From an optimization exercise on the open Yosys and OpenROAD flow, aimed at small area; shortcuts taken in it are not production practice. In this exercise RTL edits were held to simulation tests only and were not proved equivalent to the original.

==> design.v <==
module quad_chk (
        input  [15:0] x_in,
        input  [15:0] y_in,
        input         neg,
        output [15:0] x_out,
        output [15:0] y_out
    );
    assign x_out = neg ? (~x_in + 16'd1) : x_in;
    assign y_out = neg ? (~y_in + 16'd1) : y_in;
endmodule
module ip_upscale #(parameter W = 22) (
        input  [W-1:0] a,
        input  [W-1:0] b,
        input          ci,
        output [W-1:0] s
    );
    wire [W:0] c;
    assign c[0] = ci;
    genvar j;
    generate
        for (j = 0; j < W; j = j + 1) begin : bitj
            assign s[j]   = a[j] ^ b[j] ^ c[j];
            assign c[j+1] = (a[j] & b[j]) | (c[j] & (a[j] ^ b[j]));
        end
    endgenerate
endmodule
module micro_rot_gen (
        input         clk,
        input  [13:0] r0,
        input  [15:1] am,
        input  [15:1] dir_in,
        output [15:1] dirs
    );
    localparam [4*14-1:0] WR = {4'd4,4'd4,4'd4,4'd5,4'd6,4'd7,4'd8,4'd9,4'd10,4'd11,4'd12,4'd13,4'd14,4'd14};
    localparam [16*14-1:0] AT = {16'h0001,16'h0002,16'h0005,16'h000A,16'h0014,16'h0028,16'h0051,
                                 16'h00A2,16'h0145,16'h028B,16'h0511,16'h09FB,16'h12E4,16'h2000};
    wire [15:1] asign;
    reg [13:0] rr0;
    always @(posedge clk) rr0 <= r0;
    wire [14*14-1:0] rv;
    assign rv[13:0] = rr0;
    assign asign[1] = rr0[13];
    genvar i;
    generate
        for (i = 1; i < 14; i = i + 1) begin : res
            localparam WI = WR[4*(i-1) +: 4];
            localparam WO = WR[4*i +: 4];
            wire [WO-1:0] rn;
            rot_block_last_stage #(.WI(WI), .WO(WO), .ATAN(AT[16*i +: 16])) st (
                .r_in(rv[14*(i-1) +: WI]), .r_out(rn)
            );
            reg [WO-1:0] rr;
            always @(posedge clk) rr <= {am[i] ? rn[WO-1] : rv[14*(i-1)+WI-1], rn[WO-2:0]};
            assign rv[14*i +: 14] = {{(14-WO){1'b0}}, rr};
            assign asign[i+1] = rr[WO-1];
        end
    endgenerate
    reg s14;
    always @(posedge clk) s14 <= asign[14];
    assign asign[15] = s14;
    assign dirs = asign ^ (~am & dir_in);
endmodule
module rot_block_first_stage (
        input  [15:0] x_in,
        input  [15:0] y_in,
        input         dir,
        output [15:0] x_out,
        output [15:0] y_out
    );
    ip_upscale #(.W(16)) ax (.a(x_in), .b(y_in ^ {16{dir}}),  .ci(dir),  .s(x_out));
    ip_upscale #(.W(16)) ay (.a(y_in), .b(x_in ^ {16{~dir}}), .ci(~dir), .s(y_out));
endmodule
module rot_block #(
        parameter W  = 22,
        parameter SH = 1,
        parameter LO = 0
    ) (
        input  [W-1:0] x_in,
        input  [W-1:0] y_in,
        input          dir,
        output [W-1:0] x_out,
        output [W-1:0] y_out
    );
    wire [W-1:0] ysh = {{SH{y_in[W-1]}}, y_in[W-1:SH]};
    wire [W-1:0] xsh = {{SH{x_in[W-1]}}, x_in[W-1:SH]};
    wire [W-1:LO] xa, ya;
    ip_upscale #(.W(W-LO)) ax (.a(x_in[W-1:LO]), .b(ysh[W-1:LO] ^ {(W-LO){dir}}),  .ci(dir),  .s(xa));
    ip_upscale #(.W(W-LO)) ay (.a(y_in[W-1:LO]), .b(xsh[W-1:LO] ^ {(W-LO){~dir}}), .ci(~dir), .s(ya));
    generate
        if (LO > 0) begin : pad
            assign x_out = {xa, {LO{1'b0}}};
            assign y_out = {ya, {LO{1'b0}}};
        end else begin : nopad
            assign x_out = xa;
            assign y_out = ya;
        end
    endgenerate
endmodule
module rot_block_last_stage #(
        parameter WI = 14,
        parameter WO = 14,
        parameter [15:0] ATAN = 16'h0
    ) (
        input  [WI-1:0] r_in,
        output [WO-1:0] r_out
    );
    wire [WO-1:0] ri = r_in[WO-1:0];
    wire [WO-1:0] at = ATAN[WO-1:0];
    assign r_out = r_in[WI-1] ? ri + at : ri - at;
endmodule
module output_scale (
        input  [21:0] x_in,
        input  [21:0] y_in,
        output [15:0] x_out,
        output [15:0] y_out
    );
    localparam SPLIT = 16;
    wire xw_1 = x_in[8] ^ x_in[11];
    wire xw_2 = x_in[8] & x_in[11];
    wire xw_3 = x_in[9] ^ x_in[12];
    wire xw_4 = x_in[9] & x_in[12];
    wire xw_5 = x_in[1] ^ x_in[4] ^ x_in[5];
    wire xw_6 = (x_in[1] & x_in[4]) | (x_in[5] & (x_in[1] ^ x_in[4]));
    wire xw_7 = x_in[7] ^ x_in[8];
    wire xw_8 = x_in[7] & x_in[8];
    wire xw_9 = x_in[2] ^ x_in[5] ^ x_in[6];
    wire xw_10 = (x_in[2] & x_in[5]) | (x_in[6] & (x_in[2] ^ x_in[5]));
    wire xw_11 = x_in[8] ^ x_in[9] ^ x_in[11];
    wire xw_12 = (x_in[8] & x_in[9]) | (x_in[11] & (x_in[8] ^ x_in[9]));
    wire xw_13 = x_in[12] ^ x_in[13];
    wire xw_14 = x_in[12] & x_in[13];
    wire xw_15 = x_in[3] ^ x_in[6] ^ x_in[7];
    wire xw_16 = (x_in[3] & x_in[6]) | (x_in[7] & (x_in[3] ^ x_in[6]));
    wire xw_17 = x_in[9] ^ x_in[10] ^ x_in[12];
    wire xw_18 = (x_in[9] & x_in[10]) | (x_in[12] & (x_in[9] ^ x_in[10]));
    wire xw_19 = x_in[13] ^ x_in[14] ^ x_in[16];
    wire xw_20 = (x_in[13] & x_in[14]) | (x_in[16] & (x_in[13] ^ x_in[14]));
    wire xw_21 = x_in[4] ^ x_in[7] ^ x_in[8];
    wire xw_22 = (x_in[4] & x_in[7]) | (x_in[8] & (x_in[4] ^ x_in[7]));
    wire xw_23 = x_in[10] ^ x_in[11] ^ x_in[13];
    wire xw_24 = (x_in[10] & x_in[11]) | (x_in[13] & (x_in[10] ^ x_in[11]));
    wire xw_25 = x_in[14] ^ x_in[15] ^ x_in[17];
    wire xw_26 = (x_in[14] & x_in[15]) | (x_in[17] & (x_in[14] ^ x_in[15]));
    wire xw_27 = x_in[5] ^ x_in[8] ^ x_in[9];
    wire xw_28 = (x_in[5] & x_in[8]) | (x_in[9] & (x_in[5] ^ x_in[8]));
    wire xw_29 = x_in[11] ^ x_in[12] ^ x_in[14];
    wire xw_30 = (x_in[11] & x_in[12]) | (x_in[14] & (x_in[11] ^ x_in[12]));
    wire xw_31 = x_in[15] ^ x_in[16] ^ x_in[18];
    wire xw_32 = (x_in[15] & x_in[16]) | (x_in[18] & (x_in[15] ^ x_in[16]));
    wire xw_33 = x_in[6] ^ x_in[9] ^ x_in[10];
    wire xw_34 = (x_in[6] & x_in[9]) | (x_in[10] & (x_in[6] ^ x_in[9]));
    wire xw_35 = x_in[12] ^ x_in[13] ^ x_in[15];
    wire xw_36 = (x_in[12] & x_in[13]) | (x_in[15] & (x_in[12] ^ x_in[13]));
    wire xw_37 = x_in[16] ^ x_in[17] ^ x_in[19];
    wire xw_38 = (x_in[16] & x_in[17]) | (x_in[19] & (x_in[16] ^ x_in[17]));
    wire xw_39 = x_in[7] ^ x_in[10] ^ x_in[11];
    wire xw_40 = (x_in[7] & x_in[10]) | (x_in[11] & (x_in[7] ^ x_in[10]));
    wire xw_41 = x_in[13] ^ x_in[14] ^ x_in[16];
    wire xw_42 = (x_in[13] & x_in[14]) | (x_in[16] & (x_in[13] ^ x_in[14]));
    wire xw_43 = x_in[17] ^ x_in[18] ^ x_in[20];
    wire xw_44 = (x_in[17] & x_in[18]) | (x_in[20] & (x_in[17] ^ x_in[18]));
    wire xw_45 = x_in[12] ^ x_in[14] ^ x_in[15];
    wire xw_46 = (x_in[12] & x_in[14]) | (x_in[15] & (x_in[12] ^ x_in[14]));
    wire xw_47 = x_in[17] ^ x_in[18] ^ x_in[19];
    wire xw_48 = (x_in[17] & x_in[18]) | (x_in[19] & (x_in[17] ^ x_in[18]));
    wire xw_49 = ~x_in[21] ^ 1'b1 ^ xw_1;
    wire xw_50 = (~x_in[21] & 1'b1) | (xw_1 & (~x_in[21] ^ 1'b1));
    wire xw_51 = x_in[13] ^ x_in[15] ^ x_in[16];
    wire xw_52 = (x_in[13] & x_in[15]) | (x_in[16] & (x_in[13] ^ x_in[15]));
    wire xw_53 = x_in[18] ^ x_in[19] ^ x_in[20];
    wire xw_54 = (x_in[18] & x_in[19]) | (x_in[20] & (x_in[18] ^ x_in[19]));
    wire xw_55 = 1'b1 ^ xw_3 ^ xw_2;
    wire xw_56 = (1'b1 & xw_3) | (xw_2 & (1'b1 ^ xw_3));
    wire xw_57 = x_in[10] ^ x_in[13] ^ x_in[14];
    wire xw_58 = (x_in[10] & x_in[13]) | (x_in[14] & (x_in[10] ^ x_in[13]));
    wire xw_59 = x_in[16] ^ x_in[17] ^ x_in[19];
    wire xw_60 = (x_in[16] & x_in[17]) | (x_in[19] & (x_in[16] ^ x_in[17]));
    wire xw_61 = x_in[20] ^ ~x_in[21] ^ xw_4;
    wire xw_62 = (x_in[20] & ~x_in[21]) | (xw_4 & (x_in[20] ^ ~x_in[21]));
    wire xw_63 = x_in[11] ^ x_in[14] ^ x_in[15];
    wire xw_64 = (x_in[11] & x_in[14]) | (x_in[15] & (x_in[11] ^ x_in[14]));
    wire xw_65 = x_in[17] ^ x_in[18] ^ x_in[20];
    wire xw_66 = (x_in[17] & x_in[18]) | (x_in[20] & (x_in[17] ^ x_in[18]));
    wire xw_67 = x_in[12] ^ x_in[15] ^ x_in[16];
    wire xw_68 = (x_in[12] & x_in[15]) | (x_in[16] & (x_in[12] ^ x_in[15]));
    wire xw_69 = x_in[13] ^ x_in[16];
    wire xw_70 = x_in[13] & x_in[16];
    wire xw_71 = x_in[10] ^ x_in[11] ^ x_in[12];
    wire xw_72 = (x_in[10] & x_in[11]) | (x_in[12] & (x_in[10] ^ x_in[11]));
    wire xw_73 = x_in[15] ^ xw_9 ^ xw_11;
    wire xw_74 = (x_in[15] & xw_9) | (xw_11 & (x_in[15] ^ xw_9));
    wire xw_75 = xw_13 ^ xw_6;
    wire xw_76 = xw_13 & xw_6;
    wire xw_77 = xw_15 ^ xw_17 ^ xw_19;
    wire xw_78 = (xw_15 & xw_17) | (xw_19 & (xw_15 ^ xw_17));
    wire xw_79 = xw_10 ^ xw_12 ^ xw_14;
    wire xw_80 = (xw_10 & xw_12) | (xw_14 & (xw_10 ^ xw_12));
    wire xw_81 = xw_21 ^ xw_23 ^ xw_25;
    wire xw_82 = (xw_21 & xw_23) | (xw_25 & (xw_21 ^ xw_23));
    wire xw_83 = xw_16 ^ xw_18 ^ xw_20;
    wire xw_84 = (xw_16 & xw_18) | (xw_20 & (xw_16 ^ xw_18));
    wire xw_85 = xw_27 ^ xw_29 ^ xw_31;
    wire xw_86 = (xw_27 & xw_29) | (xw_31 & (xw_27 ^ xw_29));
    wire xw_87 = xw_22 ^ xw_24 ^ xw_26;
    wire xw_88 = (xw_22 & xw_24) | (xw_26 & (xw_22 ^ xw_24));
    wire xw_89 = xw_33 ^ xw_35 ^ xw_37;
    wire xw_90 = (xw_33 & xw_35) | (xw_37 & (xw_33 ^ xw_35));
    wire xw_91 = xw_28 ^ xw_30 ^ xw_32;
    wire xw_92 = (xw_28 & xw_30) | (xw_32 & (xw_28 ^ xw_30));
    wire xw_93 = xw_39 ^ xw_41 ^ xw_43;
    wire xw_94 = (xw_39 & xw_41) | (xw_43 & (xw_39 ^ xw_41));
    wire xw_95 = xw_34 ^ xw_36 ^ xw_38;
    wire xw_96 = (xw_34 & xw_36) | (xw_38 & (xw_34 ^ xw_36));
    wire xw_97 = xw_45 ^ xw_47 ^ xw_49;
    wire xw_98 = (xw_45 & xw_47) | (xw_49 & (xw_45 ^ xw_47));
    wire xw_99 = xw_40 ^ xw_42 ^ xw_44;
    wire xw_100 = (xw_40 & xw_42) | (xw_44 & (xw_40 ^ xw_42));
    wire xw_101 = xw_51 ^ xw_53 ^ xw_55;
    wire xw_102 = (xw_51 & xw_53) | (xw_55 & (xw_51 ^ xw_53));
    wire xw_103 = xw_46 ^ xw_48 ^ xw_50;
    wire xw_104 = (xw_46 & xw_48) | (xw_50 & (xw_46 ^ xw_48));
    wire xw_105 = xw_57 ^ xw_59 ^ xw_61;
    wire xw_106 = (xw_57 & xw_59) | (xw_61 & (xw_57 ^ xw_59));
    wire xw_107 = xw_52 ^ xw_54 ^ xw_56;
    wire xw_108 = (xw_52 & xw_54) | (xw_56 & (xw_52 ^ xw_54));
    wire xw_109 = ~x_in[21] ^ xw_63 ^ xw_65;
    wire xw_110 = (~x_in[21] & xw_63) | (xw_65 & (~x_in[21] ^ xw_63));
    wire xw_111 = xw_58 ^ xw_60 ^ xw_62;
    wire xw_112 = (xw_58 & xw_60) | (xw_62 & (xw_58 ^ xw_60));
    wire xw_113 = x_in[18] ^ x_in[19] ^ ~x_in[21];
    wire xw_114 = (x_in[18] & x_in[19]) | (~x_in[21] & (x_in[18] ^ x_in[19]));
    wire xw_115 = xw_67 ^ xw_64 ^ xw_66;
    wire xw_116 = (xw_67 & xw_64) | (xw_66 & (xw_67 ^ xw_64));
    wire xw_117 = x_in[17] ^ x_in[19] ^ x_in[20];
    wire xw_118 = (x_in[17] & x_in[19]) | (x_in[20] & (x_in[17] ^ x_in[19]));
    wire xw_119 = 1'b1 ^ xw_69 ^ xw_68;
    wire xw_120 = (1'b1 & xw_69) | (xw_68 & (1'b1 ^ xw_69));
    wire xw_121 = x_in[14] ^ x_in[17] ^ x_in[18];
    wire xw_122 = (x_in[14] & x_in[17]) | (x_in[18] & (x_in[14] ^ x_in[17]));
    wire xw_123 = x_in[20] ^ ~x_in[21] ^ xw_70;
    wire xw_124 = (x_in[20] & ~x_in[21]) | (xw_70 & (x_in[20] ^ ~x_in[21]));
    wire xw_125 = x_in[15] ^ x_in[18] ^ x_in[19];
    wire xw_126 = (x_in[15] & x_in[18]) | (x_in[19] & (x_in[15] ^ x_in[18]));
    wire xw_127 = x_in[16] ^ x_in[19];
    wire xw_128 = x_in[16] & x_in[19];
    wire xw_129 = x_in[14] ^ xw_5;
    wire xw_130 = x_in[14] & xw_5;
    wire xw_131 = xw_8 ^ xw_73 ^ xw_75;
    wire xw_132 = (xw_8 & xw_73) | (xw_75 & (xw_8 ^ xw_73));
    wire xw_133 = xw_77 ^ xw_79 ^ xw_74;
    wire xw_134 = (xw_77 & xw_79) | (xw_74 & (xw_77 ^ xw_79));
    wire xw_135 = xw_81 ^ xw_83 ^ xw_78;
    wire xw_136 = (xw_81 & xw_83) | (xw_78 & (xw_81 ^ xw_83));
    wire xw_137 = xw_85 ^ xw_87 ^ xw_82;
    wire xw_138 = (xw_85 & xw_87) | (xw_82 & (xw_85 ^ xw_87));
    wire xw_139 = xw_89 ^ xw_91 ^ xw_86;
    wire xw_140 = (xw_89 & xw_91) | (xw_86 & (xw_89 ^ xw_91));
    wire xw_141 = xw_93 ^ xw_95 ^ xw_90;
    wire xw_142 = (xw_93 & xw_95) | (xw_90 & (xw_93 ^ xw_95));
    wire xw_143 = xw_97 ^ xw_99 ^ xw_94;
    wire xw_144 = (xw_97 & xw_99) | (xw_94 & (xw_97 ^ xw_99));
    wire xw_145 = xw_101 ^ xw_103 ^ xw_98;
    wire xw_146 = (xw_101 & xw_103) | (xw_98 & (xw_101 ^ xw_103));
    wire xw_147 = xw_105 ^ xw_107 ^ xw_102;
    wire xw_148 = (xw_105 & xw_107) | (xw_102 & (xw_105 ^ xw_107));
    wire xw_149 = xw_109 ^ xw_111 ^ xw_106;
    wire xw_150 = (xw_109 & xw_111) | (xw_106 & (xw_109 ^ xw_111));
    wire xw_151 = xw_113 ^ xw_115 ^ xw_110;
    wire xw_152 = (xw_113 & xw_115) | (xw_110 & (xw_113 ^ xw_115));
    wire xw_153 = xw_117 ^ xw_119 ^ xw_114;
    wire xw_154 = (xw_117 & xw_119) | (xw_114 & (xw_117 ^ xw_119));
    wire xw_155 = xw_121 ^ xw_123 ^ xw_118;
    wire xw_156 = (xw_121 & xw_123) | (xw_118 & (xw_121 ^ xw_123));
    wire xw_157 = ~x_in[21] ^ xw_125 ^ xw_122;
    wire xw_158 = (~x_in[21] & xw_125) | (xw_122 & (~x_in[21] ^ xw_125));
    wire xw_159 = x_in[20] ^ 1'b1 ^ xw_127;
    wire xw_160 = (x_in[20] & 1'b1) | (xw_127 & (x_in[20] ^ 1'b1));
    wire xw_161 = x_in[17] ^ x_in[20] ^ ~x_in[21];
    wire xw_162 = (x_in[17] & x_in[20]) | (~x_in[21] & (x_in[17] ^ x_in[20]));
    wire xw_163 = xw_7 ^ xw_71;
    wire xw_164 = xw_7 & xw_71;
    wire xw_165 = xw_72 ^ xw_131 ^ xw_130;
    wire xw_166 = (xw_72 & xw_131) | (xw_130 & (xw_72 ^ xw_131));
    wire xw_167 = xw_76 ^ xw_133 ^ xw_132;
    wire xw_168 = (xw_76 & xw_133) | (xw_132 & (xw_76 ^ xw_133));
    wire xw_169 = xw_80 ^ xw_135 ^ xw_134;
    wire xw_170 = (xw_80 & xw_135) | (xw_134 & (xw_80 ^ xw_135));
    wire xw_171 = xw_84 ^ xw_137 ^ xw_136;
    wire xw_172 = (xw_84 & xw_137) | (xw_136 & (xw_84 ^ xw_137));
    wire xw_173 = xw_88 ^ xw_139 ^ xw_138;
    wire xw_174 = (xw_88 & xw_139) | (xw_138 & (xw_88 ^ xw_139));
    wire xw_175 = xw_92 ^ xw_141 ^ xw_140;
    wire xw_176 = (xw_92 & xw_141) | (xw_140 & (xw_92 ^ xw_141));
    wire xw_177 = xw_96 ^ xw_143 ^ xw_142;
    wire xw_178 = (xw_96 & xw_143) | (xw_142 & (xw_96 ^ xw_143));
    wire xw_179 = xw_100 ^ xw_145 ^ xw_144;
    wire xw_180 = (xw_100 & xw_145) | (xw_144 & (xw_100 ^ xw_145));
    wire xw_181 = xw_104 ^ xw_147 ^ xw_146;
    wire xw_182 = (xw_104 & xw_147) | (xw_146 & (xw_104 ^ xw_147));
    wire xw_183 = xw_108 ^ xw_149 ^ xw_148;
    wire xw_184 = (xw_108 & xw_149) | (xw_148 & (xw_108 ^ xw_149));
    wire xw_185 = xw_112 ^ xw_151 ^ xw_150;
    wire xw_186 = (xw_112 & xw_151) | (xw_150 & (xw_112 ^ xw_151));
    wire xw_187 = xw_116 ^ xw_153 ^ xw_152;
    wire xw_188 = (xw_116 & xw_153) | (xw_152 & (xw_116 ^ xw_153));
    wire xw_189 = xw_120 ^ xw_155 ^ xw_154;
    wire xw_190 = (xw_120 & xw_155) | (xw_154 & (xw_120 ^ xw_155));
    wire xw_191 = xw_124 ^ xw_157 ^ xw_156;
    wire xw_192 = (xw_124 & xw_157) | (xw_156 & (xw_124 ^ xw_157));
    wire xw_193 = xw_126 ^ xw_159 ^ xw_158;
    wire xw_194 = (xw_126 & xw_159) | (xw_158 & (xw_126 ^ xw_159));
    wire xw_195 = xw_128 ^ xw_161 ^ xw_160;
    wire xw_196 = (xw_128 & xw_161) | (xw_160 & (xw_128 ^ xw_161));
    wire xw_197 = x_in[18] ^ ~x_in[21] ^ xw_162;
    wire xw_198 = (x_in[18] & ~x_in[21]) | (xw_162 & (x_in[18] ^ ~x_in[21]));
    wire xw_199 = x_in[19] ^ 1'b1;
    wire xw_200 = x_in[19] & 1'b1;
    wire xw_201 = x_in[20] ^ 1'b1;
    wire xw_202 = x_in[20] & 1'b1;
    wire yw_1 = y_in[8] ^ y_in[11];
    wire yw_2 = y_in[8] & y_in[11];
    wire yw_3 = y_in[9] ^ y_in[12];
    wire yw_4 = y_in[9] & y_in[12];
    wire yw_5 = y_in[1] ^ y_in[4] ^ y_in[5];
    wire yw_6 = (y_in[1] & y_in[4]) | (y_in[5] & (y_in[1] ^ y_in[4]));
    wire yw_7 = y_in[7] ^ y_in[8];
    wire yw_8 = y_in[7] & y_in[8];
    wire yw_9 = y_in[2] ^ y_in[5] ^ y_in[6];
    wire yw_10 = (y_in[2] & y_in[5]) | (y_in[6] & (y_in[2] ^ y_in[5]));
    wire yw_11 = y_in[8] ^ y_in[9] ^ y_in[11];
    wire yw_12 = (y_in[8] & y_in[9]) | (y_in[11] & (y_in[8] ^ y_in[9]));
    wire yw_13 = y_in[12] ^ y_in[13];
    wire yw_14 = y_in[12] & y_in[13];
    wire yw_15 = y_in[3] ^ y_in[6] ^ y_in[7];
    wire yw_16 = (y_in[3] & y_in[6]) | (y_in[7] & (y_in[3] ^ y_in[6]));
    wire yw_17 = y_in[9] ^ y_in[10] ^ y_in[12];
    wire yw_18 = (y_in[9] & y_in[10]) | (y_in[12] & (y_in[9] ^ y_in[10]));
    wire yw_19 = y_in[13] ^ y_in[14] ^ y_in[16];
    wire yw_20 = (y_in[13] & y_in[14]) | (y_in[16] & (y_in[13] ^ y_in[14]));
    wire yw_21 = y_in[4] ^ y_in[7] ^ y_in[8];
    wire yw_22 = (y_in[4] & y_in[7]) | (y_in[8] & (y_in[4] ^ y_in[7]));
    wire yw_23 = y_in[10] ^ y_in[11] ^ y_in[13];
    wire yw_24 = (y_in[10] & y_in[11]) | (y_in[13] & (y_in[10] ^ y_in[11]));
    wire yw_25 = y_in[14] ^ y_in[15] ^ y_in[17];
    wire yw_26 = (y_in[14] & y_in[15]) | (y_in[17] & (y_in[14] ^ y_in[15]));
    wire yw_27 = y_in[5] ^ y_in[8] ^ y_in[9];
    wire yw_28 = (y_in[5] & y_in[8]) | (y_in[9] & (y_in[5] ^ y_in[8]));
    wire yw_29 = y_in[11] ^ y_in[12] ^ y_in[14];
    wire yw_30 = (y_in[11] & y_in[12]) | (y_in[14] & (y_in[11] ^ y_in[12]));
    wire yw_31 = y_in[15] ^ y_in[16] ^ y_in[18];
    wire yw_32 = (y_in[15] & y_in[16]) | (y_in[18] & (y_in[15] ^ y_in[16]));
    wire yw_33 = y_in[6] ^ y_in[9] ^ y_in[10];
    wire yw_34 = (y_in[6] & y_in[9]) | (y_in[10] & (y_in[6] ^ y_in[9]));
    wire yw_35 = y_in[12] ^ y_in[13] ^ y_in[15];
    wire yw_36 = (y_in[12] & y_in[13]) | (y_in[15] & (y_in[12] ^ y_in[13]));
    wire yw_37 = y_in[16] ^ y_in[17] ^ y_in[19];
    wire yw_38 = (y_in[16] & y_in[17]) | (y_in[19] & (y_in[16] ^ y_in[17]));
    wire yw_39 = y_in[7] ^ y_in[10] ^ y_in[11];
    wire yw_40 = (y_in[7] & y_in[10]) | (y_in[11] & (y_in[7] ^ y_in[10]));
    wire yw_41 = y_in[13] ^ y_in[14] ^ y_in[16];
    wire yw_42 = (y_in[13] & y_in[14]) | (y_in[16] & (y_in[13] ^ y_in[14]));
    wire yw_43 = y_in[17] ^ y_in[18] ^ y_in[20];
    wire yw_44 = (y_in[17] & y_in[18]) | (y_in[20] & (y_in[17] ^ y_in[18]));
    wire yw_45 = y_in[12] ^ y_in[14] ^ y_in[15];
    wire yw_46 = (y_in[12] & y_in[14]) | (y_in[15] & (y_in[12] ^ y_in[14]));
    wire yw_47 = y_in[17] ^ y_in[18] ^ y_in[19];
    wire yw_48 = (y_in[17] & y_in[18]) | (y_in[19] & (y_in[17] ^ y_in[18]));
    wire yw_49 = ~y_in[21] ^ 1'b1 ^ yw_1;
    wire yw_50 = (~y_in[21] & 1'b1) | (yw_1 & (~y_in[21] ^ 1'b1));
    wire yw_51 = y_in[13] ^ y_in[15] ^ y_in[16];
    wire yw_52 = (y_in[13] & y_in[15]) | (y_in[16] & (y_in[13] ^ y_in[15]));
    wire yw_53 = y_in[18] ^ y_in[19] ^ y_in[20];
    wire yw_54 = (y_in[18] & y_in[19]) | (y_in[20] & (y_in[18] ^ y_in[19]));
    wire yw_55 = 1'b1 ^ yw_3 ^ yw_2;
    wire yw_56 = (1'b1 & yw_3) | (yw_2 & (1'b1 ^ yw_3));
    wire yw_57 = y_in[10] ^ y_in[13] ^ y_in[14];
    wire yw_58 = (y_in[10] & y_in[13]) | (y_in[14] & (y_in[10] ^ y_in[13]));
    wire yw_59 = y_in[16] ^ y_in[17] ^ y_in[19];
    wire yw_60 = (y_in[16] & y_in[17]) | (y_in[19] & (y_in[16] ^ y_in[17]));
    wire yw_61 = y_in[20] ^ ~y_in[21] ^ yw_4;
    wire yw_62 = (y_in[20] & ~y_in[21]) | (yw_4 & (y_in[20] ^ ~y_in[21]));
    wire yw_63 = y_in[11] ^ y_in[14] ^ y_in[15];
    wire yw_64 = (y_in[11] & y_in[14]) | (y_in[15] & (y_in[11] ^ y_in[14]));
    wire yw_65 = y_in[17] ^ y_in[18] ^ y_in[20];
    wire yw_66 = (y_in[17] & y_in[18]) | (y_in[20] & (y_in[17] ^ y_in[18]));
    wire yw_67 = y_in[12] ^ y_in[15] ^ y_in[16];
    wire yw_68 = (y_in[12] & y_in[15]) | (y_in[16] & (y_in[12] ^ y_in[15]));
    wire yw_69 = y_in[13] ^ y_in[16];
    wire yw_70 = y_in[13] & y_in[16];
    wire yw_71 = y_in[10] ^ y_in[11] ^ y_in[12];
    wire yw_72 = (y_in[10] & y_in[11]) | (y_in[12] & (y_in[10] ^ y_in[11]));
    wire yw_73 = y_in[15] ^ yw_9 ^ yw_11;
    wire yw_74 = (y_in[15] & yw_9) | (yw_11 & (y_in[15] ^ yw_9));
    wire yw_75 = yw_13 ^ yw_6;
    wire yw_76 = yw_13 & yw_6;
    wire yw_77 = yw_15 ^ yw_17 ^ yw_19;
    wire yw_78 = (yw_15 & yw_17) | (yw_19 & (yw_15 ^ yw_17));
    wire yw_79 = yw_10 ^ yw_12 ^ yw_14;
    wire yw_80 = (yw_10 & yw_12) | (yw_14 & (yw_10 ^ yw_12));
    wire yw_81 = yw_21 ^ yw_23 ^ yw_25;
    wire yw_82 = (yw_21 & yw_23) | (yw_25 & (yw_21 ^ yw_23));
    wire yw_83 = yw_16 ^ yw_18 ^ yw_20;
    wire yw_84 = (yw_16 & yw_18) | (yw_20 & (yw_16 ^ yw_18));
    wire yw_85 = yw_27 ^ yw_29 ^ yw_31;
    wire yw_86 = (yw_27 & yw_29) | (yw_31 & (yw_27 ^ yw_29));
    wire yw_87 = yw_22 ^ yw_24 ^ yw_26;
    wire yw_88 = (yw_22 & yw_24) | (yw_26 & (yw_22 ^ yw_24));
    wire yw_89 = yw_33 ^ yw_35 ^ yw_37;
    wire yw_90 = (yw_33 & yw_35) | (yw_37 & (yw_33 ^ yw_35));
    wire yw_91 = yw_28 ^ yw_30 ^ yw_32;
    wire yw_92 = (yw_28 & yw_30) | (yw_32 & (yw_28 ^ yw_30));
    wire yw_93 = yw_39 ^ yw_41 ^ yw_43;
    wire yw_94 = (yw_39 & yw_41) | (yw_43 & (yw_39 ^ yw_41));
    wire yw_95 = yw_34 ^ yw_36 ^ yw_38;
    wire yw_96 = (yw_34 & yw_36) | (yw_38 & (yw_34 ^ yw_36));
    wire yw_97 = yw_45 ^ yw_47 ^ yw_49;
    wire yw_98 = (yw_45 & yw_47) | (yw_49 & (yw_45 ^ yw_47));
    wire yw_99 = yw_40 ^ yw_42 ^ yw_44;
    wire yw_100 = (yw_40 & yw_42) | (yw_44 & (yw_40 ^ yw_42));
    wire yw_101 = yw_51 ^ yw_53 ^ yw_55;
    wire yw_102 = (yw_51 & yw_53) | (yw_55 & (yw_51 ^ yw_53));
    wire yw_103 = yw_46 ^ yw_48 ^ yw_50;
    wire yw_104 = (yw_46 & yw_48) | (yw_50 & (yw_46 ^ yw_48));
    wire yw_105 = yw_57 ^ yw_59 ^ yw_61;
    wire yw_106 = (yw_57 & yw_59) | (yw_61 & (yw_57 ^ yw_59));
    wire yw_107 = yw_52 ^ yw_54 ^ yw_56;
    wire yw_108 = (yw_52 & yw_54) | (yw_56 & (yw_52 ^ yw_54));
    wire yw_109 = ~y_in[21] ^ yw_63 ^ yw_65;
    wire yw_110 = (~y_in[21] & yw_63) | (yw_65 & (~y_in[21] ^ yw_63));
    wire yw_111 = yw_58 ^ yw_60 ^ yw_62;
    wire yw_112 = (yw_58 & yw_60) | (yw_62 & (yw_58 ^ yw_60));
    wire yw_113 = y_in[18] ^ y_in[19] ^ ~y_in[21];
    wire yw_114 = (y_in[18] & y_in[19]) | (~y_in[21] & (y_in[18] ^ y_in[19]));
    wire yw_115 = yw_67 ^ yw_64 ^ yw_66;
    wire yw_116 = (yw_67 & yw_64) | (yw_66 & (yw_67 ^ yw_64));
    wire yw_117 = y_in[17] ^ y_in[19] ^ y_in[20];
    wire yw_118 = (y_in[17] & y_in[19]) | (y_in[20] & (y_in[17] ^ y_in[19]));
    wire yw_119 = 1'b1 ^ yw_69 ^ yw_68;
    wire yw_120 = (1'b1 & yw_69) | (yw_68 & (1'b1 ^ yw_69));
    wire yw_121 = y_in[14] ^ y_in[17] ^ y_in[18];
    wire yw_122 = (y_in[14] & y_in[17]) | (y_in[18] & (y_in[14] ^ y_in[17]));
    wire yw_123 = y_in[20] ^ ~y_in[21] ^ yw_70;
    wire yw_124 = (y_in[20] & ~y_in[21]) | (yw_70 & (y_in[20] ^ ~y_in[21]));
    wire yw_125 = y_in[15] ^ y_in[18] ^ y_in[19];
    wire yw_126 = (y_in[15] & y_in[18]) | (y_in[19] & (y_in[15] ^ y_in[18]));
    wire yw_127 = y_in[16] ^ y_in[19];
    wire yw_128 = y_in[16] & y_in[19];
    wire yw_129 = y_in[14] ^ yw_5;
    wire yw_130 = y_in[14] & yw_5;
    wire yw_131 = yw_8 ^ yw_73 ^ yw_75;
    wire yw_132 = (yw_8 & yw_73) | (yw_75 & (yw_8 ^ yw_73));
    wire yw_133 = yw_77 ^ yw_79 ^ yw_74;
    wire yw_134 = (yw_77 & yw_79) | (yw_74 & (yw_77 ^ yw_79));
    wire yw_135 = yw_81 ^ yw_83 ^ yw_78;
    wire yw_136 = (yw_81 & yw_83) | (yw_78 & (yw_81 ^ yw_83));
    wire yw_137 = yw_85 ^ yw_87 ^ yw_82;
    wire yw_138 = (yw_85 & yw_87) | (yw_82 & (yw_85 ^ yw_87));
    wire yw_139 = yw_89 ^ yw_91 ^ yw_86;
    wire yw_140 = (yw_89 & yw_91) | (yw_86 & (yw_89 ^ yw_91));
    wire yw_141 = yw_93 ^ yw_95 ^ yw_90;
    wire yw_142 = (yw_93 & yw_95) | (yw_90 & (yw_93 ^ yw_95));
    wire yw_143 = yw_97 ^ yw_99 ^ yw_94;
    wire yw_144 = (yw_97 & yw_99) | (yw_94 & (yw_97 ^ yw_99));
    wire yw_145 = yw_101 ^ yw_103 ^ yw_98;
    wire yw_146 = (yw_101 & yw_103) | (yw_98 & (yw_101 ^ yw_103));
    wire yw_147 = yw_105 ^ yw_107 ^ yw_102;
    wire yw_148 = (yw_105 & yw_107) | (yw_102 & (yw_105 ^ yw_107));
    wire yw_149 = yw_109 ^ yw_111 ^ yw_106;
    wire yw_150 = (yw_109 & yw_111) | (yw_106 & (yw_109 ^ yw_111));
    wire yw_151 = yw_113 ^ yw_115 ^ yw_110;
    wire yw_152 = (yw_113 & yw_115) | (yw_110 & (yw_113 ^ yw_115));
    wire yw_153 = yw_117 ^ yw_119 ^ yw_114;
    wire yw_154 = (yw_117 & yw_119) | (yw_114 & (yw_117 ^ yw_119));
    wire yw_155 = yw_121 ^ yw_123 ^ yw_118;
    wire yw_156 = (yw_121 & yw_123) | (yw_118 & (yw_121 ^ yw_123));
    wire yw_157 = ~y_in[21] ^ yw_125 ^ yw_122;
    wire yw_158 = (~y_in[21] & yw_125) | (yw_122 & (~y_in[21] ^ yw_125));
    wire yw_159 = y_in[20] ^ 1'b1 ^ yw_127;
    wire yw_160 = (y_in[20] & 1'b1) | (yw_127 & (y_in[20] ^ 1'b1));
    wire yw_161 = y_in[17] ^ y_in[20] ^ ~y_in[21];
    wire yw_162 = (y_in[17] & y_in[20]) | (~y_in[21] & (y_in[17] ^ y_in[20]));
    wire yw_163 = yw_7 ^ yw_71;
    wire yw_164 = yw_7 & yw_71;
    wire yw_165 = yw_72 ^ yw_131 ^ yw_130;
    wire yw_166 = (yw_72 & yw_131) | (yw_130 & (yw_72 ^ yw_131));
    wire yw_167 = yw_76 ^ yw_133 ^ yw_132;
    wire yw_168 = (yw_76 & yw_133) | (yw_132 & (yw_76 ^ yw_133));
    wire yw_169 = yw_80 ^ yw_135 ^ yw_134;
    wire yw_170 = (yw_80 & yw_135) | (yw_134 & (yw_80 ^ yw_135));
    wire yw_171 = yw_84 ^ yw_137 ^ yw_136;
    wire yw_172 = (yw_84 & yw_137) | (yw_136 & (yw_84 ^ yw_137));
    wire yw_173 = yw_88 ^ yw_139 ^ yw_138;
    wire yw_174 = (yw_88 & yw_139) | (yw_138 & (yw_88 ^ yw_139));
    wire yw_175 = yw_92 ^ yw_141 ^ yw_140;
    wire yw_176 = (yw_92 & yw_141) | (yw_140 & (yw_92 ^ yw_141));
    wire yw_177 = yw_96 ^ yw_143 ^ yw_142;
    wire yw_178 = (yw_96 & yw_143) | (yw_142 & (yw_96 ^ yw_143));
    wire yw_179 = yw_100 ^ yw_145 ^ yw_144;
    wire yw_180 = (yw_100 & yw_145) | (yw_144 & (yw_100 ^ yw_145));
    wire yw_181 = yw_104 ^ yw_147 ^ yw_146;
    wire yw_182 = (yw_104 & yw_147) | (yw_146 & (yw_104 ^ yw_147));
    wire yw_183 = yw_108 ^ yw_149 ^ yw_148;
    wire yw_184 = (yw_108 & yw_149) | (yw_148 & (yw_108 ^ yw_149));
    wire yw_185 = yw_112 ^ yw_151 ^ yw_150;
    wire yw_186 = (yw_112 & yw_151) | (yw_150 & (yw_112 ^ yw_151));
    wire yw_187 = yw_116 ^ yw_153 ^ yw_152;
    wire yw_188 = (yw_116 & yw_153) | (yw_152 & (yw_116 ^ yw_153));
    wire yw_189 = yw_120 ^ yw_155 ^ yw_154;
    wire yw_190 = (yw_120 & yw_155) | (yw_154 & (yw_120 ^ yw_155));
    wire yw_191 = yw_124 ^ yw_157 ^ yw_156;
    wire yw_192 = (yw_124 & yw_157) | (yw_156 & (yw_124 ^ yw_157));
    wire yw_193 = yw_126 ^ yw_159 ^ yw_158;
    wire yw_194 = (yw_126 & yw_159) | (yw_158 & (yw_126 ^ yw_159));
    wire yw_195 = yw_128 ^ yw_161 ^ yw_160;
    wire yw_196 = (yw_128 & yw_161) | (yw_160 & (yw_128 ^ yw_161));
    wire yw_197 = y_in[18] ^ ~y_in[21] ^ yw_162;
    wire yw_198 = (y_in[18] & ~y_in[21]) | (yw_162 & (y_in[18] ^ ~y_in[21]));
    wire yw_199 = y_in[19] ^ 1'b1;
    wire yw_200 = y_in[19] & 1'b1;
    wire yw_201 = y_in[20] ^ 1'b1;
    wire yw_202 = y_in[20] & 1'b1;
    wire [21:0] x_r0 = {1'b1, ~x_in[21], xw_201, xw_199, xw_197, xw_195, xw_193, xw_191, xw_189, xw_187, xw_185, xw_183, xw_181, xw_179, xw_177, xw_175, xw_173, xw_171, xw_169, xw_167, xw_165, xw_129};
    wire [21:0] x_r1 = {1'b0, xw_202, xw_200, xw_198, xw_196, xw_194, xw_192, xw_190, xw_188, xw_186, xw_184, xw_182, xw_180, xw_178, xw_176, xw_174, xw_172, xw_170, xw_168, xw_166, xw_164, xw_163};
    wire [22:0] x_c; assign x_c[0] = 1'b0; wire [21:0] x_sum;
    genvar x_j; generate for (x_j = 0; x_j < SPLIT; x_j = x_j + 1) begin : x_cpa
        assign x_sum[x_j] = x_r0[x_j] ^ x_r1[x_j] ^ x_c[x_j];
        assign x_c[x_j+1] = (x_r0[x_j] & x_r1[x_j]) | (x_c[x_j] & (x_r0[x_j] ^ x_r1[x_j]));
    end endgenerate
    assign x_sum[21:SPLIT] = x_r0[21:SPLIT] + x_r1[21:SPLIT] + x_c[SPLIT];
    wire [21:0] y_r0 = {1'b1, ~y_in[21], yw_201, yw_199, yw_197, yw_195, yw_193, yw_191, yw_189, yw_187, yw_185, yw_183, yw_181, yw_179, yw_177, yw_175, yw_173, yw_171, yw_169, yw_167, yw_165, yw_129};
    wire [21:0] y_r1 = {1'b0, yw_202, yw_200, yw_198, yw_196, yw_194, yw_192, yw_190, yw_188, yw_186, yw_184, yw_182, yw_180, yw_178, yw_176, yw_174, yw_172, yw_170, yw_168, yw_166, yw_164, yw_163};
    wire [22:0] y_c; assign y_c[0] = 1'b0; wire [21:0] y_sum;
    genvar y_j; generate for (y_j = 0; y_j < SPLIT; y_j = y_j + 1) begin : y_cpa
        assign y_sum[y_j] = y_r0[y_j] ^ y_r1[y_j] ^ y_c[y_j];
        assign y_c[y_j+1] = (y_r0[y_j] & y_r1[y_j]) | (y_c[y_j] & (y_r0[y_j] ^ y_r1[y_j]));
    end endgenerate
    assign y_sum[21:SPLIT] = y_r0[21:SPLIT] + y_r1[21:SPLIT] + y_c[SPLIT];
    assign x_out = x_sum[21:6];
    assign y_out = y_sum[21:6];
endmodule
module op_downscale (
        input             clk,
        input             nreset,
        input             en,
        input      [15:0] x_in,
        input      [15:0] y_in,
        output reg [15:0] x_out,
        output reg [15:0] y_out
    );
    always @(posedge clk or negedge nreset) begin
        if (~nreset) begin
            x_out <= 16'd0;
            y_out <= 16'd0;
        end else if (en) begin
            x_out <= x_in;
            y_out <= y_in;
        end
    end
endmodule
module CORDIC_Rotation_top #(
        parameter DATA_WIDTH = 16,
        parameter CORDIC_WIDTH = 22,
        parameter ANGLE_WIDTH = 16,
        parameter CORDIC_STAGES = 16
    ) (
        input clk,
        input nreset,
        input enable_in,
        input angle_microRot_n,
        input signed [DATA_WIDTH-1:0] x_in,
        input signed [DATA_WIDTH-1:0] y_in,
        input signed [ANGLE_WIDTH-1:0] angle_in,
        input [CORDIC_STAGES-1:0] microRot_dir_in,
        input microRot_vld,
        input [1:0] quad_in,
        output signed [DATA_WIDTH-1:0] x_out,
        output signed [DATA_WIDTH-1:0] y_out,
        output output_valid_o,
        output rot_active_o
    );
    localparam W = 22;
    wire [1:0] quad = angle_microRot_n ? angle_in[15:14] : {quad_in[1], quad_in[1] ^ quad_in[0]};
    wire       neg  = quad[1] ^ quad[0];
    wire       dir0 = angle_microRot_n ? angle_in[14] : (microRot_dir_in[0] ^ quad[0]);
    wire [15:0] xq, yq;
    quad_chk qc (.x_in(x_in), .y_in(y_in), .neg(neg), .x_out(xq), .y_out(yq));
    wire [15:0] x1, y1;
    rot_block_first_stage s0 (.x_in(xq), .y_in(yq), .dir(dir0), .x_out(x1), .y_out(y1));
    wire [13:0] r0 = {angle_microRot_n ? ~angle_in[13] : quad[0], angle_in[12:0]};
    reg [16:1] v;
    reg        v17, v18;
    always @(posedge clk or negedge nreset) begin
        if (~nreset) begin
            v   <= 16'd0;
            v17 <= 1'b0;
            v18 <= 1'b0;
        end else begin
            v   <= {v[15:1], enable_in};
            v17 <= v[16];
            v18 <= v17;
        end
    end
    assign rot_active_o   = v[1];
    assign output_valid_o = v18;
    reg [15:1] am;
    always @(posedge clk) am <= {am[14:1], angle_microRot_n};
    wire [W*17-1:0] xs, ys;
    wire [15:0] dirs;
    assign dirs[0] = dir0;
    micro_rot_gen mrg (
        .clk(clk), .r0(r0), .am(am), .dir_in(microRot_dir_in[15:1]), .dirs(dirs[15:1])
    );
    reg [15:0] x1r, y1r;
    always @(posedge clk) begin
        x1r <= ~x1;
        y1r <= ~y1;
    end
    assign xs[W*1 +: W] = {~x1r, 6'd0};
    assign ys[W*1 +: W] = {~y1r, 6'd0};
    genvar k;
    generate
        for (k = 1; k < 16; k = k + 1) begin : stg
            localparam LI = (k == 1) ? 6 : (k == 2) ? 5 : (k == 3) ? 3 : 0;    
            localparam LO = (LI > k) ? LI - k : 0;                                
            wire [W-1:0] xi = xs[W*k +: W];
            wire [W-1:0] yi = ys[W*k +: W];
            wire [W-1:0] xn, yn;
            rot_block #(.W(W), .SH(k), .LO(LO)) rb (
                .x_in(xi), .y_in(yi), .dir(dirs[k]), .x_out(xn), .y_out(yn)
            );
            reg [W-1:LO] xr, yr;
            always @(posedge clk) begin
                xr <= ~xn[W-1:LO];
                yr <= ~yn[W-1:LO];
            end
            if (LO > 0) begin : pad
                assign xs[W*(k+1) +: W] = {~xr, {LO{1'b0}}};
                assign ys[W*(k+1) +: W] = {~yr, {LO{1'b0}}};
            end else begin : nopad
                assign xs[W*(k+1) +: W] = ~xr;
                assign ys[W*(k+1) +: W] = ~yr;
            end
        end
    endgenerate
    wire [15:0] xo, yo;
    output_scale sc (.x_in(xs[W*16 +: W]), .y_in(ys[W*16 +: W]), .x_out(xo), .y_out(yo));
    op_downscale od (.clk(clk), .nreset(nreset), .en(v[16]), .x_in(xo), .y_in(yo), .x_out(x_out), .y_out(y_out));
endmodule
==> run.sh <==
#!/bin/bash
# synth_recipe.tcl (not shown) runs the flow's synth.tcl, then flattens the netlist and writes it again
# the make line also repeats each setting of config.mk as NAME=value (left out here)
make -C /OpenROAD-flow-scripts/flow DESIGN_CONFIG=/design/flow/config.mk WORK_HOME=/design/flow/orfs CLKGATE_MAP_FILE= SYNTH_SCRIPT=/design/flow/synth_recipe.tcl finish
==> config.mk <==
export PLATFORM = sky130hd
export DESIGN_NAME = CORDIC_Rotation_top
export DESIGN_NICKNAME = CORDIC_Rotation_top
export VERILOG_FILES = /design/flow/design.v
export SDC_FILE = /design/flow/constraint.sdc
export NUM_CORES = 4
export LEC_CHECK = 0
export CAP_MARGIN = 20
export CORE_MARGIN = 2
export CORE_UTILIZATION = 60
export CTS_BUF_LIST = sky130_fd_sc_hd__clkbuf_8
export CTS_CLUSTER_DIAMETER = 70
export CTS_CLUSTER_SIZE = 16
export PLACE_DENSITY = 0.75
export SLEW_MARGIN = 20
==> constraint.sdc <==
create_clock -name core_clock -period 10.0 [get_ports {clk}]
set_input_delay 2.0000 -clock core_clock [delete_from_list [all_inputs] [get_ports {clk}]]
set_output_delay 2.0000 -clock core_clock [all_outputs]
set_load 0.01 [all_outputs]
==> results.py, run 1 <==
metrics = {
    "status": {
        "outcome": "timing/DRC/antenna clean",
    },
    "logic_synthesis": {
        "syn_area_um2": 44600,
        "synthMuxAreaShare_pct": 1.19,
        "synth_fp_nets": 4225,
        "synth_edf_count": 0,
        "synth_area_per_cell_um2": 13.9,
        "synth_flop_cell": "dfxtp_1",
        "yosysWarnings": 3,
        "synth_simple_gate_area_share_pct": 1.44,
        "netlist.area_leader.share_pct": 36.3,
        "asyncSetResetFlopFracSynth_pct": 5.85,
        "synth_compound_area_share_pct": 2.92,
        "yosysTopAreaCell": "fa_1",
        "netlist_instances": 3218,
        "synth_cell_types": 53,
        "synth_area_leaders": "fa_1, dfxtp_1, xnor2_1, xor2_1, ha_1",
        "ys_seq_area_share_pct": 38.9,
        "ys_ff_latch": 854,
        "synthXorXnorAreaFrac_pct": 11.9,
        "synth_top_family_by_area": "adder cells",
        "synthTopCellsByCount": "fa_1, dfxtp_1, inv_1",
        "synth_fa_ha_area_share_pct": 39.8,
        "synth.most_common_cell": "fa_1",
    },
    "drt": {
        "drtAntennaViolNets": 0,
        "vias": 21900,
        "wl_per_cell_um": 17.5,
        "drtIter0Drc": 583,
        "drc": 0,
        "firstDrtPassIters": 4,
        "avgViaCountPerCell": 4.93,
        "wirelength_um": 77600,
    },
    "critical_path": {
        "critPathMaxFanout": 3,
        "worstSetupPathType": "input port to flop",
        "worst_ep_required_time_ps": 10550,
        "end_kind": "flop",
        "start_kind": "input port",
        "cpMaxStageDelayCell": "clkdlybuf4s50_1",
        "cp.arrival_ps": 10430,
        "cpMostUsedCell": "fa_2",
        "cp_slowest_stage_delay_ps": 410,
    },
    "timing": {
        "slew_headroom_pct": 38.4,
        "drv_slew": 0,
        "setup-violations-final": 0,
        "rsz0062_at_grt": "yes",
        "period_share_pct": 98.8,
        "period_needed_ps": 9880,
        "hold_viol": 0,
        "max_clock_freq_ghz": 0.101,
        "fin_skew_ps": 33.0,
        "holdWs_ps": 330,
        "worst_pin_slew_ps": 921,
    },
    "placed_design": {
        "io_buffers": 103,
        "place.gp.congestion": 0.883,
        "dp_hpwl_um": 65000,
    },
    "cells_and_area": {
        "nNetsFinal": 4460,
        "fillers": 5045,
        "syn2layout_area_growth_pct": 12.6,
        "layout-drive-gt1-share_pct": 20.5,
        "utilization_pct": 68.5,
    },
    "die": {
        "die_y_um": 277,
        "placementRows": 99,
        "ios": 105,
        "dieArea_um2": 76600,
        "core-area_um2": 73300,
        "die_w_um": 277,
        "start_util_pct": 60.8,
    },
    "global_route": {
        "grt-ovfl-total": 0,
        "grt_usage_pct": 21.4,
        "grt_pass1_vias": 25800,
        "grt_max_degree": 51,
        "grt_pass1_wl_um": 129000,
        "antenna_found_initial": 2,
    },
    "job": {
        "maxCapViolations": 0,
    },
    "cts": {
        "root_buffer": "clkbuf_8",
        "h-tree-depth": 3,
        "numCtsBuffers": 67,
        "cts_tree": "done",
        "clock_tree.buffer_depth": 3,
        "clock_latency_ps": 690,
        "cts_sinks": 854,
        "clkTransAtPathRegs_ps": 100,
    },
    "min_path": {
        "hold_class": "flop to flop",
    },
}
==> critical path, delay by kind of cell <==
family	cells	cell delay, ps
AND/OR/NAND/NOR	1	140
buffers and inverters	3	540
adder cells (fa/ha/maj)	20	7100
XOR/XNOR	3	640
==> metrics by stage <==
step | setup WS, ps | std cells | area, um2 | TNS [ps]
after detailed placement | -1260 | 4306 | 48200 | -54840
after CTS | -38.0 | 4406 | 49700 | -72.9
after global routing | -113 | 4433 | 50200 | -189
after global placement | -1140 | 4306 | 48200 | -46760
final | 118 | 4433 | 50200 | 0
after floorplan | -584 | 3218 | 45700 | -2340
==> final timing paths <==
path                                startpoint                 to  slack [ps]  cells past startpoint
max                        microRot_dir_in[14]     stg[14].yr[21]         120                     27
min                           mrg.res[9].rr[0]  mrg.res[10].rr[0]         330                      0
max reg2reg                     stg[15].yr[11]       od.y_out[14]         410                     30
min reg2reg                   mrg.res[9].rr[0]  mrg.res[10].rr[0]         330                      0
max in group asynchronous               nreset               v[2]        8070                      2
min in group asynchronous               nreset       od.y_out[13]        1420                      2
==> layer usage <==
layer | vias up | part of all wire, % | GRT usage (%)
met3 | 130 | 2.7 | 2.56
met1 | 11200 | 36 | 23.2
met2 | 272 | 58 | 43.1
met5 | - | 0.017 | 0
met4 | 2 | 3.2 | 6.26
li1 | 10200 | - | -
==> state kept, by name, indices dropped and copies added (netlist names) <==
register and flops:
od.x_out 16, mrg.s14 1, mrg.rr0 14, y1r 16, od.y_out 16, v17 1, mrg.res.rr 104, v 16
x1r 15, v18 1, am 15, stg.xr 318, stg.yr 321
==> cell families (layout without fill, tap and decap cells) <==
kind of cell	count (synthesis)	in the layout
buf+inv	450	705
flops	854	854
other cells	0	1
xor+xnor	596	596
mux	48	48
compound gates	203	203
fa+ha+maj	936	936
simple gates	131	131
==> cell type report <==
type	instances	area (um2)	share of cell area, %
multi-input cells	1914	27000	53.8
flip-flops and latches	854	17400	34.5
repair buffers	210	2010	4.01
inverters	406	1530	3.04
well taps	959	1200	2.39
clock buffers	70	963	1.92
clock inverters	19	148	0.294
diodes	1	2.50	0.00498
==> placed cells by master, fill, tap and decap left out, types with 50 or more instances in the layout <==
cell / Yosys / final
dfrtp_1: 50 / 50
inv_1: 406 / 403
buf_4: 0 / 85
a21oi_1: 80 / 75
clkbuf_8: 0 / 70
fa_1: 808 / 398
ha_1: 128 / 125
xnor2_1: 322 / 309
xor2_1: 265 / 255
clkdlybuf4s50_1: 0 / 99
fa_2: 0 / 410
dfxtp_1: 804 / 800
==> repair_timing <==
action / CTS / global route
cloned: 2 / 0
endpoints found under the setup margin: 26 / 48
gates resized for setup: 54 / 117
pin swaps: 16 / 61
buffers inserted: 9 / 27
hold buffers: 0 / 0
==> run 2: changes to the inputs <==
--- a/design.v
+++ b/design.v
@@ -26,2 +26,31 @@
 endmodule
+module addsub_sh #(
+        parameter W = 22,
+        parameter M = 21,
+        parameter L = 0
+    ) (
+        input  [W-1:0] a,
+        input  [W-1:0] t,
+        input          d,
+        output [W-1:0] s
+    );
+    wire [W-1:0] b = t ^ {W{d}};
+    wire [W:0] c;
+    assign s[0] = a[0] ^ t[0];
+    assign c[1] = d ? (a[0] | ~t[0]) : (a[0] & t[0]);
+    genvar j;
+    generate
+        for (j = 1; j < W; j = j + 1) begin : bitj
+            wire cj;
+            if (L > 0 && j == M + L) begin : skip
+                wire e = b[M];
+                assign cj = ~(e ? (~c[M] & ~(|a[M+L-1:M])) : (~c[M] | ~(&a[M+L-1:M])));
+            end else begin : rip
+                assign cj = c[j];
+            end
+            assign s[j]   = a[j] ^ b[j] ^ cj;
+            assign c[j+1] = (a[j] & b[j]) | (cj & (a[j] ^ b[j]));
+        end
+    endgenerate
+endmodule
 module micro_rot_gen (
@@ -85,5 +114,8 @@
     wire [W-1:0] xsh = {{SH{x_in[W-1]}}, x_in[W-1:SH]};
+    localparam M = W - 1 - SH - LO;              
+    localparam R = SH + 1;                       
+    localparam L = (R >= 3) ? (R + 1) / 2 : 0;   
     wire [W-1:LO] xa, ya;
-    ip_upscale #(.W(W-LO)) ax (.a(x_in[W-1:LO]), .b(ysh[W-1:LO] ^ {(W-LO){dir}}),  .ci(dir),  .s(xa));
-    ip_upscale #(.W(W-LO)) ay (.a(y_in[W-1:LO]), .b(xsh[W-1:LO] ^ {(W-LO){~dir}}), .ci(~dir), .s(ya));
+    addsub_sh #(.W(W-LO), .M(M), .L(L)) ax (.a(x_in[W-1:LO]), .t(ysh[W-1:LO]), .d(dir),  .s(xa));
+    addsub_sh #(.W(W-LO), .M(M), .L(L)) ay (.a(y_in[W-1:LO]), .t(xsh[W-1:LO]), .d(~dir), .s(ya));
     generate
==> results.py, run 2 <==
metrics = {
    "logic_synthesis": {
        "synth_edf_count": 0,
        "synth_cell_types": 56,
        "netlist_instances": 3441,
        "synth.most_common_cell": "dfxtp_1",
        "ys_ff_latch": 854,
        "ys_seq_area_share_pct": 38.2,
        "synth_flop_cell": "dfxtp_1",
        "synth_fp_nets": 4414,
        "synthTopCellsByCount": "dfxtp_1, fa_1, inv_1",
        "synth_area_per_cell_um2": 13.2,
        "netlist.area_leader.share_pct": 35.5,
        "asyncSetResetFlopFracSynth_pct": 5.85,
        "yosysWarnings": 3,
        "synth_area_leaders": "dfxtp_1, fa_1, xnor2_1, xor2_1, inv_1",
        "yosysTopAreaCell": "dfxtp_1",
        "syn_area_um2": 45400,
    },
    "drt": {
        "drtIter0Drc": 759,
        "wl_per_cell_um": 16.0,
        "drc": 0,
        "drtAntennaViolNets": 0,
        "vias": 22900,
        "avgViaCountPerCell": 4.97,
        "firstDrtPassIters": 5,
        "wirelength_um": 73900,
    },
    "cells_and_area": {
        "largest_reg_flops": 321,
        "nNetsFinal": 4593,
        "top_register": "stg.yr",
        "utilization_pct": 65.8,
        "reg.largest.list": "stg.yr: 321 flops, stg.xr: 318 flops, mrg.res.rr: 104 flops",
        "fillers": 5491,
        "seq_area_um2": 17300,
        "syn2layout_area_growth_pct": 8.27,
        "layout-drive-gt1-share_pct": 5.66,
        "layout_commonest_cell": "dfxtp_1",
        "multi_input_area_um2": 26300,
        "final_cell_mix": "dfxtp_1, fa_1, inv_1, xnor2_1, xor2_1",
    },
    "timing": {
        "worst_pin_slew_ps": 844,
        "period_share_pct": 97.1,
        "tns_ps": 0,
        "rsz0062_at_grt": "no",
        "drv_slew": 0,
        "period_needed_ps": 9710,
        "max_clock_freq_ghz": 0.103,
        "holdWs_ps": 329,
        "setup_ws_ps": 286,
        "hold_viol": 0,
        "setup-violations-final": 0,
        "fin_skew_ps": 28.7,
        "slew_headroom_pct": 43.4,
    },
    "global_route": {
        "grt_pass1_wl_um": 126000,
        "grt_usage_pct": 20.7,
        "grt_pass1_vias": 25800,
        "antenna_found_initial": 2,
        "grt-ovfl-total": 0,
        "grt_max_degree": 51,
    },
    "die": {
        "ios": 105,
        "core-area_um2": 74700,
        "die_y_um": 279,
        "dieArea_um2": 77900,
        "die_w_um": 279,
        "start_util_pct": 60.8,
        "placementRows": 100,
    },
    "cts": {
        "cts_tree": "done",
        "numCtsBuffers": 66,
        "root_buffer": "clkbuf_8",
        "h-tree-depth": 3,
        "clkTransAtPathRegs_ps": 90,
        "cts_sinks": 854,
        "clock_tree.buffer_depth": 3,
        "clock_latency_ps": 690,
    },
    "min_path": {
        "hold_class": "flop to flop",
    },
    "job": {
        "maxCapViolations": 0,
    },
    "critical_path": {
        "worstSetupPathType": "input port to flop",
        "cp_slowest_stage_delay_ps": 500,
        "crit_buf_inv": 3,
        "critPathMaxFanout": 6,
        "cpMaxStageDelayCell": "clkdlybuf4s50_1",
        "cp.arrival_ps": 10280,
        "cpMostUsedCell": "fa_1",
        "start_kind": "input port",
        "critPathTopFamily": "adder cells",
        "end_kind": "flop",
        "worst_ep_required_time_ps": 10560,
    },
    "status": {
        "outcome": "timing/DRC/antenna clean",
    },
    "placed_design": {
        "dp_hpwl_um": 61700,
        "io_buffers": 103,
        "pre_cts_slack_ps": -587,
        "place.gp.congestion": 0.834,
    },
}
-- run 2: through the flow --
| step | instance area (um2) | std cells |
|---|---|---|
| 6_report | 49100 | 4608 |
| 5_1_grt | 49100 | 4608 |
| 4_1_cts | 49100 | 4606 |
| 3_5_place_dp | 48000 | 4521 |
| 3_3_place_gp | 48000 | 4521 |
| 2_1_floorplan | 45400 | 3441 |
-- run 2: what timing repair did --
action                     4_1_cts  5_1_grt
setup buffers                    0        0
hold endpoints to repair         0        0
hold buffers                     0        0
resized for setup                0        5
setup endpoints to repair        0        8
-- run 2: final timing paths --
kind / startpoint / to / slack [ps] / depth (start not counted)
worst min register to register: mrg.res[8].rr[0] / mrg.res[9].rr[0] / 330 / 0
worst max-delay path: microRot_dir_in[5] / stg[5].xr[21] / 290 / 25
worst min-delay path: mrg.res[8].rr[0] / mrg.res[9].rr[0] / 330 / 0
worst max register to register: stg[15].xr[9] / od.x_out[14] / 830 / 32
max in group asynchronous: nreset / v[1] / 8170 / 2
min in group asynchronous: nreset / od.x_out[0] / 1400 / 2
-- run 2: area by class of cell --
cell class                      instances  share of cell area [%]
Inverter                              449                    3.43
Sequential cell                       854                    35.3
Timing Repair Buffer                  157                    2.91
Clock buffer                           73                    2.04
Antenna cell                            2                  0.0102
Multi-Input combinational cell       2092                    53.6
Clock inverter                         12                   0.280
Tap cell                              969                    2.47
-- run 2: layer usage --
layer / track usage, % / vias up / part of all wire [%]
met4: 6.98 / 0 / 3.4
li1: - / 10900 / -
met3: 2.67 / 145 / 2.6
met5: 0 / - / 0
met1: 21.9 / 11600 / 36
met2: 41.6 / 268 / 59
-- run 2: kinds of logic after synthesis --
kind of cell	after synthesis	share of synthesized area [%]
multiplexers	45	1.10
adder cells (fa/ha/maj)	902	37.8
XOR/XNOR	653	12.7
buffers and inverters	495	4.10
AO/OA/AOI/OAI	235	3.14
AND/OR/NAND/NOR	257	2.93
flip-flops	854	38.2
==> run 3: changes to the inputs <==
--- a/design.v
+++ b/design.v
@@ -46,3 +46,3 @@
                 wire e = b[M];
-                assign cj = ~(e ? (~c[M] & ~(|a[M+L-1:M])) : (~c[M] | ~(&a[M+L-1:M])));
+                assign cj = (c[M] & ((&a[M+L-1:M]) | e)) | (e & (|a[M+L-1:M]));
             end else begin : rip
==> results.py, run 3 <==
metrics = {
    "status": {
        "outcome": "timing/DRC/antenna clean",
    },
    "critical_path": {
        "end_kind": "flop",
        "cp.arrival_ps": 10240,
        "worst_ep_required_time_ps": 10570,
        "worstSetupPathType": "input port to flop",
        "cpMostUsedCell": "fa_1",
        "cpMaxStageDelayCell": "clkdlybuf4s50_1",
        "critPathMaxFanout": 5,
        "cp_slowest_stage_delay_ps": 500,
        "start_kind": "input port",
    },
    "min_path": {
        "hold_class": "flop to flop",
    },
    "logic_synthesis": {
        "synth_fp_nets": 4459,
        "synth_edf_count": 0,
        "ys_ff_latch": 854,
        "synth_area_leaders": "dfxtp_1, fa_1, xnor2_1, xor2_1, inv_1",
        "yosysWarnings": 3,
        "synthTopCellsByCount": "dfxtp_1, fa_1, inv_1",
        "netlist_instances": 3486,
        "synth_flop_cell": "dfxtp_1",
        "synth_area_per_cell_um2": 13.1,
        "asyncSetResetFlopFracSynth_pct": 5.85,
        "synth_cell_types": 66,
        "synth.most_common_cell": "dfxtp_1",
        "yosysTopAreaCell": "dfxtp_1",
        "netlist.area_leader.share_pct": 35.3,
        "ys_seq_area_share_pct": 38.0,
        "syn_area_um2": 45600,
    },
    "drt": {
        "avgViaCountPerCell": 5.01,
        "drtAntennaViolNets": 0,
        "drtIter0Drc": 709,
        "wl_per_cell_um": 16.3,
        "drc": 0,
        "firstDrtPassIters": 5,
        "vias": 23400,
        "wirelength_um": 75900,
    },
    "cells_and_area": {
        "largest_reg_flops": 321,
        "layout_commonest_cell": "dfxtp_1",
        "nNetsFinal": 4643,
        "layout-drive-gt1-share_pct": 5.53,
        "top_register": "stg.yr",
        "reg.largest.list": "stg.yr: 321 flops, stg.xr: 318 flops, mrg.res.rr: 104 flops",
        "seq_area_um2": 17300,
        "syn2layout_area_growth_pct": 8.32,
        "multi_input_area_um2": 26600,
        "fillers": 5631,
        "finalInstanceArea_um2": 49400,
        "final_cell_mix": "dfxtp_1, fa_1, inv_1, xnor2_1, xor2_1",
    },
    "placed_design": {
        "place_area_um2": 48300,
        "pre_cts_slack_ps": -439,
        "io_buffers": 103,
        "dp_hpwl_um": 64200,
        "place.gp.congestion": 0.871,
    },
    "global_route": {
        "antenna_found_initial": 2,
        "grt_pass1_vias": 25700,
        "grt_usage_pct": 20.7,
        "grt-ovfl-total": 0,
        "grt_max_degree": 51,
        "grt_pass1_wl_um": 127000,
    },
    "cts": {
        "h-tree-depth": 3,
        "cts_sinks": 854,
        "numCtsBuffers": 67,
        "root_buffer": "clkbuf_8",
        "clock_tree.buffer_depth": 3,
        "cts_tree": "done",
        "clkTransAtPathRegs_ps": 100,
        "clock_latency_ps": 680,
        "post_cts_buffers": 0,
    },
    "timing": {
        "hold_viol": 0,
        "rsz0062_at_grt": "no",
        "period_needed_ps": 9670,
        "setup_ws_ps": 332,
        "setup-violations-final": 0,
        "drv_slew": 0,
        "max_clock_freq_ghz": 0.103,
        "worst_pin_slew_ps": 936,
        "fin_skew_ps": 46.6,
        "period_share_pct": 96.7,
        "slew_headroom_pct": 37.4,
    },
    "job": {
        "maxCapViolations": 0,
    },
    "die": {
        "die_y_um": 280,
        "ios": 105,
        "start_util_pct": 60.4,
        "dieArea_um2": 78300,
        "placementRows": 101,
        "core-area_um2": 75600,
        "die_w_um": 280,
    },
}
[run 3: path summary, 6_finish.rpt]
| check | startpoint | end | slack [ps] | depth (start not counted) |
|---|---|---|---|---|
| max reg2reg | stg[15].yr[8] | od.y_out[14] | 730 | 32 |
| min reg2reg | mrg.res[11].rr[0] | mrg.res[12].rr[0] | 320 | 0 |
| max in group asynchronous | nreset | v[6] | 8110 | 2 |
| min in group asynchronous | nreset | od.x_out[15] | 1420 | 2 |
| max | microRot_dir_in[5] | stg[5].xr[21] | 330 | 25 |
| min | mrg.res[11].rr[0] | mrg.res[12].rr[0] | 320 | 0 |
[run 3: logic make-up (layout without fill, tap and decap cells)]
family	count (synthesis)	in the layout	synth area share, %
other	0	2	0
buffers and inverters	498	698	4.11
adders and majority gates	902	902	37.6
DFF	854	854	38.0
and+or+nand+nor	290	290	3.30
AOI/OAI and AO/OA	254	254	3.53
xor gates and xnor gates	641	641	12.4
muxes	47	47	1.14
[run 3: critical path: cells and delay by family]
kind            cells  cell delay, ps
mux                 1             270
buf+inv             3             770
xor+xnor            2             350
compound gates      1             200
fa+ha+maj          17            6420
simple gates        1             220
[run 3: area by class of cell]
cell class / instances / area share, %
well taps: 978 / 2.47
flip-flops and latches: 854 / 35.1
repair buffers: 161 / 3.01
diodes: 2 / 0.0101
clock buffers: 70 / 1.95
multi-input cells: 2134 / 53.7
clock inverters: 15 / 0.337
inverters: 452 / 3.43
[run 3: stage by stage]
stage | instances | hold slack [ps] | TNS (ps) | utilization (%)
floorplan | 3486 | 310 | -27.4 | -
global placement | 4579 | 310 | -4880 | 63.9
detailed placement | 4579 | 312 | -8410 | 63.9
CTS | 4664 | 330 | 0 | 65.4
global route | 4666 | 330 | 0 | 65.4
finish | 4666 | 323 | 0 | 65.4
[run 3: routing by layer]
layer	vias to the layer above	GRT usage, %	wire (um)
met5	-	0	0
met4	0	7.73	2890
met3	144	2.60	1740
met2	307	40.8	43400
met1	11800	22.2	27900
li1	11200	-	-
[run 3: what timing repair did]
| action | 4_1_cts | 5_1_grt |
|---|---|---|
| hold buffers | 0 | 0 |
| setup endpoints to repair | 0 | 1 |
| gates resized for setup | 0 | 1 |

## afterwards: timing with drivers on the ports
How much do the figures lean on ideal ports? The routed layouts below were timed once more, with nothing changed but the port constraints. Step 1 sets driving cells, clkbuf_16 on the clock port and buf_2 on the other inputs (assumed; they add their load-dependent delay and slew). Step 2 moves the port delays by t, midway between the first and last clock arrival at a register: inputs arrive t later, outputs are due t later. That takes back most of the time a late clock gives input paths. a / b / c = ideal / step 1 / step 2; a / b = the first two.
run	t (ns)	slack for setup (ns)	hold slack, ns	worst setup path at the end	cell pins on the clock port's net
run 1	0.736	0.118 / 0.149 / -0.587	0.330 / 0.330 / 0.330	input to register	1
run 2	0.730	0.286 / 0.325 / -0.406	0.329 / 0.329 / 0.329	input to register	1
run 3	0.726	0.332 / 0.377 / -0.349	0.323 / 0.323 / 0.323	input to register	1
Met with ideal ports but missed after step 2: setup timing in every run listed. For run 1, which loses most, drivers alone change the setup slack by +0.031 ns; drivers and shift together by -0.705 ns.
